Source: an optimization exercise on an open RTL-to-GDS flow (aim: a short achievable clock period). Production flows keep margins and buffers that such runs may drop.
In this exercise RTL edits were held to simulation tests only and were not proved equivalent to the original.
The clock input has no modelled driver; a real chip could not lean on it and would need a root buffer or a full tree.
Power is estimated from default activity; no workload was simulated.

==> flow/design.v (excerpt) <==
module EF_PSRAM_CTRL_ahbl (
    input   wire            HCLK,
    input   wire            HRESETn,
    input   wire            HSEL,
    input   wire [31:0]     HADDR,
    input   wire [31:0]     HWDATA,
    input   wire [1:0]      HTRANS,
    input   wire [2:0]      HSIZE,
    input   wire            HWRITE,
    input   wire            HREADY,
    output  reg             HREADYOUT,
    output  wire [31:0]     HRDATA,
    output  wire            sck,
    output  wire            ce_n,
    input   wire [3:0]      din,
    output  wire [3:0]      dout,
    output  wire [3:0]      douten
);
Size: roughly 340 cells after synthesis, roughly 140 flip-flops, about 120 I/O pins, roughly 5100 um2 of cells after synthesis.
export LEC_CHECK = 0
export CAP_MARGIN = 20
export CORE_MARGIN = 2
export CORE_UTILIZATION = 40
export SLEW_MARGIN = 20
create_clock -name core_clock -period 3.5 [get_ports {HCLK}]
run.sh (not shown) runs the stock make flow with config.mk's settings and CLKGATE_MAP_FILE= SYNTH_SCRIPT=/design/flow/synth_recipe.tcl, a recipe that flattens the netlist after the stock synthesis.
The starting point finished clean.
Next try:
Settings changed: SETUP_SLACK_MARGIN set to 1.8.
- The new run went through all stages and came out clean
- first-iteration DRC count went up by about 50%
- global-route usage went down by 0.61 points
- die area does not change
- via count is about the same
- cell area went down by 0.98%
- sequential cell count does not change
- core utilization went down by 0.55 points
- cell count went up by about 0.8%
- clock power is about the same
- combinational power went up by about 4%

---

Another version of the RTL of EF_PSRAM_CTRL_ahbl (not shown whole).
For scale: ~100 flip-flops, roughly 120 I/O pins.
## EF_PSRAM_CTRL_ahbl
module EF_PSRAM_CTRL_ahbl (
    input   wire            HCLK,
    input   wire            HRESETn,
    input   wire            HSEL,
    input   wire [31:0]     HADDR,
    input   wire [31:0]     HWDATA,
    input   wire [1:0]      HTRANS,
    input   wire [2:0]      HSIZE,
    input   wire            HWRITE,
    input   wire            HREADY,
    output  wire            HREADYOUT,
    output  wire [31:0]     HRDATA,
    output  wire            sck,
    output  wire            ce_n,
    input   wire [3:0]      din,
    output  wire [3:0]      dout,
    output  wire [3:0]      douten
);
Settings: LEC_CHECK=0, CAP_MARGIN=20, CORE_MARGIN=2, CORE_UTILIZATION=40, SETUP_SLACK_MARGIN=2.5, SLEW_MARGIN=20; clock period 3.5 ns.
standard.sh (not shown) runs the stock make flow with config.mk's settings and CLKGATE_MAP_FILE= SYNTH_SCRIPT=/design/flow/synth_recipe.tcl, a recipe that flattens the netlist after the stock synthesis.
==> flow/flow/run.sh <==
#!/bin/bash
# Standard ORFS flow, except that after CTS the clock tree is rebuilt as a
# single level: the clock port drives NCLK clkbuf_16 cells, each of which
# drives one balanced cluster of flip-flops (see post_cts.tcl).
set -euo pipefail
here=$(pwd)
export POST_CTS_TCL=$here/flow/post_cts.tcl
export FLOW_NCLK=${FLOW_NCLK:-4}
bash standard.sh finish > $here/standard_make.log 2>&1
Other scripts of this flow, unchanged in this note and not shown: flow/flow/post_cts.tcl
The first run ran to the end with no violations.
Rerun with:
- CORE_UTILIZATION: 40 -> 45
- SETUP_SLACK_MARGIN: 2.5 -> 2.2
Effect:
- The changed run finished with timing, DRC and antenna clean
- wire length went down by a few percent
- first-iteration DRC count climbs by roughly a tenth
- synthesized area stays the same
- flip-flop and latch count stays the same
- final cell count went down by a little under a tenth
- sequential share of layout area increases by 5.7 points
- via count shrinks by a few percent
No run of this note takes its clock network from TritonCTS; it comes from the design's own scripts or RTL.

---

Another version of the RTL of EF_PSRAM_CTRL_ahbl (not shown whole).
For scale: roughly 310 cells after synthesis, roughly 130 flip-flops, ~120 I/O pins.
Settings: LEC_CHECK=0, CAP_MARGIN=20, CORE_MARGIN=2, CORE_UTILIZATION=45, SETUP_SLACK_MARGIN=2.2, SLEW_MARGIN=20; clock period 3.5 ns.
==> flow/flow/run.sh <==
#!/bin/bash
# Standard ORFS flow, except that after CTS the clock tree is rebuilt as a
# single level: the clock port drives NCLK buf_16 cells, each of which
# drives one balanced cluster of flip-flops (see post_cts.tcl).
set -euo pipefail
here=$(pwd)
export POST_CTS_TCL=$here/flow/post_cts.tcl
export FLOW_NCLK=${FLOW_NCLK:-4}
export FLOW_CLKBUF=${FLOW_CLKBUF:-sky130_fd_sc_hd__buf_16}
bash standard.sh finish > $here/standard_make.log 2>&1
==> flow/flow/post_cts.tcl <==
# Rebuild the clock tree made by CTS as one level of FLOW_CLKBUF cells, each
# driving an equal share of the flip-flops, grouped by location.
set block [ord::get_db_block]
set db [ord::get_db]
set nclk $::env(FLOW_NCLK)
set buf_master [$db findMaster $::env(FLOW_CLKBUF)]
set clk_port_net [$block findNet HCLK]

# port buffers: plain buffers, not delay cells
proc port_buffer_swap {} {
  set block [ord::get_db_block]
  set db [ord::get_db]
  foreach bt [$block getBTerms] {
    set name [$bt getName]
    if {$name eq "HCLK"} { continue }
    set net [$bt getNet]
    if {$net eq "NULL"} { continue }
    set io [$bt getIoType]
    foreach it [$net getITerms] {
      set inst [$it getInst]
      set m [[$inst getMaster] getName]
      if {![regexp {__(buf|clkbuf|dlygate|clkdlybuf|dlymetal|dlybuf)} $m]} { continue }
      if {$io eq "INPUT" && [$it isInputSignal]} {
        set want sky130_fd_sc_hd__buf_4
      } elseif {$io eq "OUTPUT" && [$it isOutputSignal]} {
        set want sky130_fd_sc_hd__buf_6
      } else { continue }
      if {$m ne $want} {
        puts "port $name: [$inst getName] $m -> $want"
        replace_cell [$inst getName] $want
      }
    }
  }
}
port_buffer_swap

# Pull each output's driving chain (port buffer, an inverter if any, and the
# flip-flop) next to its pin, so the register-to-pin wires are short, and
# keep it as sized here (inverters as inv_1, the lightest load on the flop).
proc driver_inst {net} {
  if {$net eq "NULL"} { return "" }
  foreach it [$net getITerms] {
    if {[$it isOutputSignal]} { return [$it getInst] }
  }
  return ""
}
proc sink_count {net} {
  set n 0
  foreach it [$net getITerms] { if {[$it isInputSignal]} { incr n } }
  return [expr {$n + [llength [$net getBTerms]]}]
}

proc pin_chains {mode} {
  set block [ord::get_db_block]
  set core [$block getCoreArea]
  set site_h 2720
  foreach bt [$block getBTerms] {
    if {[$bt getIoType] ne "OUTPUT"} { continue }
    set pb [$bt getBBox]
    set px [expr {([$pb xMin] + [$pb xMax]) / 2}]
    set py [expr {([$pb yMin] + [$pb yMax]) / 2}]
    set tx [expr {min(max($px, [$core xMin] + 2000), [$core xMax] - 6000)}]
    set ty [expr {min(max($py, [$core yMin] + 2000), [$core yMax] - 4000)}]
    set inst [driver_inst [$bt getNet]]
    set chain {}
    while {$inst ne ""} {
      set m [$inst getMaster]
      lappend chain $inst
      if {[$m isSequential]} { break }
      # follow the single data input of a buffer or inverter
      set ins {}
      foreach it [$inst getITerms] { if {[$it isInputSignal]} { lappend ins $it } }
      if {[llength $ins] != 1} { set chain {}; break }
      set innet [[lindex $ins 0] getNet]
      if {$innet eq "NULL" || [sink_count $innet] > 4} { break }
      set inst [driver_inst $innet]
    }
    foreach inst $chain {
      if {[$inst getPlacementStatus] eq "FIRM" || [$inst isFixed] || [$inst isDoNotTouch]} { continue }
      set seq [[$inst getMaster] isSequential]
      if {$mode eq "move" || !$seq} { $inst setLocation $tx $ty }
      if {$mode eq "fix"} {
        if {[regexp {__(inv|clkinv)_} [[$inst getMaster] getName]]} {
          replace_cell [$inst getName] sky130_fd_sc_hd__inv_1
        }
        # keep the later repair steps from resizing it
        $inst setDoNotTouch 1
      }
    }
    puts "output [$bt getName] ($mode): [llength $chain] cells to $tx $ty"
  }
}

pin_chains move
detailed_placement

# flip-flop clock pins reached through the CTS tree
set sinks {}
foreach inst [$block getInsts] {
  set m [$inst getMaster]
  if {[$m isSequential]} {
    foreach it [$inst getITerms] {
      if {[[$it getMTerm] getName] eq "CLK"} { lappend sinks $it }
    }
  }
}
# remove the CTS buffers, load cells and their nets
foreach inst [$block getInsts] {
  set n [$inst getName]
  if {[string match clkbuf_*HCLK* $n] || [string match clkload* $n]} {
    odb::dbInst_destroy $inst
  }
}
foreach net [$block getNets] {
  if {[string match clknet_* [$net getName]]} { odb::dbNet_destroy $net }
}

# split sinks into nclk groups of equal size: first by x, then by y
proc xy {it} {
  set inst [$it getInst]
  set b [$inst getBBox]
  return [list [expr {([$b xMin] + [$b xMax]) / 2}] [expr {([$b yMin] + [$b yMax]) / 2}]]
}
proc split_groups {items n axis} {
  if {$n <= 1} { return [list $items] }
  set keyed {}
  foreach it $items { lappend keyed [list [lindex [xy $it] $axis] $it] }
  set keyed [lsort -integer -index 0 $keyed]
  set n1 [expr {$n / 2}]
  set k [expr {round(double([llength $keyed]) * $n1 / $n)}]
  set a {}; set b {}
  set i 0
  foreach p $keyed {
    if {$i < $k} { lappend a [lindex $p 1] } else { lappend b [lindex $p 1] }
    incr i
  }
  set nx [expr {1 - $axis}]
  return [concat [split_groups $a $n1 $nx] [split_groups $b [expr {$n - $n1}] $nx]]
}
set groups [split_groups $sinks $nclk 0]

# refine: balanced k-means (Manhattan), each group at most ceil(n / nclk) sinks
proc median {l} {
  set l [lsort -integer $l]
  return [lindex $l [expr {[llength $l] / 2}]]
}
proc centers {groups} {
  set cs {}
  foreach grp $groups {
    set xs {}; set ys {}
    foreach it $grp { lassign [xy $it] x y; lappend xs $x; lappend ys $y }
    lappend cs [list [median $xs] [median $ys]]
  }
  return $cs
}
proc wirelen {groups} {
  set tot 0
  foreach grp $groups c [centers $groups] {
    lassign $c cx cy
    foreach it $grp { lassign [xy $it] x y; incr tot [expr {abs($x - $cx) + abs($y - $cy)}] }
  }
  return $tot
}
set cap [expr {int(ceil(double([llength $sinks]) / $nclk))}]
puts "clock clustering: initial spread [wirelen $groups]"
for {set iter 0} {$iter < 20} {incr iter} {
  set cs [centers $groups]
  set pairs {}
  foreach it $sinks {
    lassign [xy $it] x y
    set k 0
    foreach c $cs {
      lassign $c cx cy
      lappend pairs [list [expr {abs($x - $cx) + abs($y - $cy)}] $k $it]
      incr k
    }
  }
  set pairs [lsort -integer -index 0 $pairs]
  array unset taken
  set new {}
  for {set k 0} {$k < [llength $cs]} {incr k} { lappend new {}; set cnt($k) 0 }
  foreach p $pairs {
    lassign $p d k it
    if {[info exists taken($it)] || $cnt($k) >= $cap} { continue }
    set taken($it) 1
    incr cnt($k)
    lset new $k [concat [lindex $new $k] [list $it]]
  }
  if {[wirelen $new] >= [wirelen $groups]} { break }
  set groups $new
}
puts "clock clustering: final spread [wirelen $groups] after $iter rounds"

set g 0
foreach grp $groups {
  set xs {}; set ys {}
  foreach it $grp { lassign [xy $it] x y; lappend xs $x; lappend ys $y }
  set cx [median $xs]
  set cy [median $ys]
  set net [odb::dbNet_create $block clknet_lvl1_$g]
  $net setSigType CLOCK
  set inst [odb::dbInst_create $block $buf_master clkbuf_lvl1_$g]
  $inst setLocation $cx $cy
  $inst setPlacementStatus PLACED
  [$inst findITerm A] connect $clk_port_net
  [$inst findITerm X] connect $net
  foreach it $grp { $it disconnect; $it connect $net }
  puts "clock group $g: [llength $grp] sinks, buffer at $cx $cy"
  incr g
}
$clk_port_net setSigType CLOCK

detailed_placement
estimate_parasitics -placement
repair_timing_helper
pin_chains fix
detailed_placement
check_placement -verbose
estimate_parasitics -placement
report_clock_skew
report_worst_slack -max
==> next run, changes <==
--- a/flow/flow/run.sh
+++ b/flow/flow/run.sh
@@ -7,2 +7,3 @@
 export POST_CTS_TCL=$here/flow/post_cts.tcl
+export PRE_DETAIL_ROUTE_TCL=$here/flow/clear_dont_touch.tcl
 export FLOW_NCLK=${FLOW_NCLK:-4}
==> flow/flow/clear_dont_touch.tcl (new file) <==
# The output chains were marked don't-touch after CTS so that the repair
# steps leave them as placed and sized; clear the mark before routing so that
# the final global_connect wires their power pins like every other cell.
foreach inst [[ord::get_db_block] getInsts] {
  if {[$inst isDoNotTouch]} { $inst setDoNotTouch 0 }
}
--- a/flow/flow/post_cts.tcl
+++ b/flow/flow/post_cts.tcl
@@ -61,4 +61,4 @@
     set py [expr {([$pb yMin] + [$pb yMax]) / 2}]
-    set tx [expr {min(max($px, [$core xMin] + 2000), [$core xMax] - 6000)}]
-    set ty [expr {min(max($py, [$core yMin] + 2000), [$core yMax] - 4000)}]
+    set tx [expr {min(max($px, [$core xMin]), [$core xMax])}]
+    set ty [expr {min(max($py, [$core yMin]), [$core yMax])}]
     set inst [driver_inst [$bt getNet]]
@@ -77,6 +77,22 @@
     }
+    # lay the chain out in a line from the pin inwards: buffer, inverter, flop
+    if {$px <= [$core xMin]} {
+      set dx 1; set dy 0
+    } elseif {$px >= [$core xMax]} {
+      set dx -1; set dy 0
+    } elseif {$py <= [$core yMin]} {
+      set dx 0; set dy 1
+    } else {
+      set dx 0; set dy -1
+    }
+    set cx $tx; set cy $ty
     foreach inst $chain {
+      set w [[$inst getMaster] getWidth]
+      set lx [expr {$dx < 0 ? $cx - $w : $cx}]
+      set ly [expr {$dy < 0 ? $cy - $site_h : $cy}]
+      set cx [expr {$cx + $dx * $w}]
+      set cy [expr {$cy + $dy * $site_h}]
       if {[$inst getPlacementStatus] eq "FIRM" || [$inst isFixed] || [$inst isDoNotTouch]} { continue }
       set seq [[$inst getMaster] isSequential]
-      if {$mode eq "move" || !$seq} { $inst setLocation $tx $ty }
+      if {$mode eq "move" || !$seq} { $inst setLocation $lx $ly }
       if {$mode eq "fix"} {
--- a/flow/config.mk
+++ b/flow/config.mk
@@ -9,3 +9,3 @@
 export CORE_MARGIN = 2
-export CORE_UTILIZATION = 45
+export CORE_UTILIZATION = 40
 export SETUP_SLACK_MARGIN = 2.2
After rerunning: The changed run finished clean; clock power came out higher by about 0.8%; setup slack degrades by 0.0074 ns; via count drops by 1.7%; fmax goes down by about 0.5%; final area goes up by about 0.7%; worst hold slack barely changes; register-to-register slack degrades by 0.04 ns; wire length is lower by about 4.3%; core utilization came out lower by 7.5 points; die area went up by about 12%.
==> next run, changes <==
--- a/flow/config.mk
+++ b/flow/config.mk
@@ -9,4 +9,4 @@
 export CORE_MARGIN = 2
-export CORE_UTILIZATION = 40
-export SETUP_SLACK_MARGIN = 2.2
+export CORE_UTILIZATION = 45
+export SETUP_SLACK_MARGIN = 2.4
 export SLEW_MARGIN = 20
Design area climbs by roughly a tenth.
Via count climbs by a few percent.
Worst setup slack improved by 0.016 ns.
Final cell count climbs slightly.
Global-route usage climbs by 3.7 points.
Die area drops by roughly a tenth.
First-iteration DRC count drops by about a fifth.
Clock skew climbs by 0.0032 ns.
Fmax climbs slightly.
Sequential cell count is unchanged.
Wire length climbs by roughly a tenth.
In every run of this note, the design's own scripts or RTL, not TritonCTS, make the clock network.

-- afterwards: timing with drivers on the ports --
Ports are ideal in the flow. The routed layouts listed here were re-timed in OpenROAD.
Step 1, drivers: a clkbuf_16 drives HCLK and a buf_2 each remaining input, both assumed.
Step 2 also shifts input and output timing later by t, the mid clock arrival at the registers, as if the neighbouring blocks saw the same clock.
Three values: no drivers, after step 1, after step 2; two values: the first two.
| run | t, ns | slack for setup (ns) | worst setup path at the end | worst register clock-pin slew, ns | cell pins on the clock port's net |
|---|---|---|---|---|---|
| the first run of note 1 | 0.448 | 1.143 / 1.105 / 1.247 | register to register | 0.06 / 0.06 | 1 |
| the second run of note 1 | 0.445 | 1.729 / 1.693 / 1.567 | input to register | 0.06 / 0.06 | 1 |
| the first run of note 2 | 0.234 | 2.067 / 1.990 / 2.082 | register to register | 0.10 / 0.10 | 4 |
| the second run of note 2 | 0.236 | 2.069 / 1.990 / 2.084 | input to register | 0.10 / 0.10 | 4 |
| the first run of note 3 | 0.246 | 2.088 / 1.988 / 2.016 | input to register | 0.12 / 0.12 | 4 |
| the second run of note 3 | 0.254 | 2.081 / 1.972 / 2.044 | input to register | 0.12 / 0.12 | 4 |
| the third run of note 3 | 0.245 | 2.097 / 1.995 / 2.063 | input to register | 0.12 / 0.12 | 4 |
After both steps setup and hold are still met in every run listed. For the second run of note 1, which loses most, drivers alone change the setup slack by -0.036 ns; drivers and shift together by -0.162 ns.
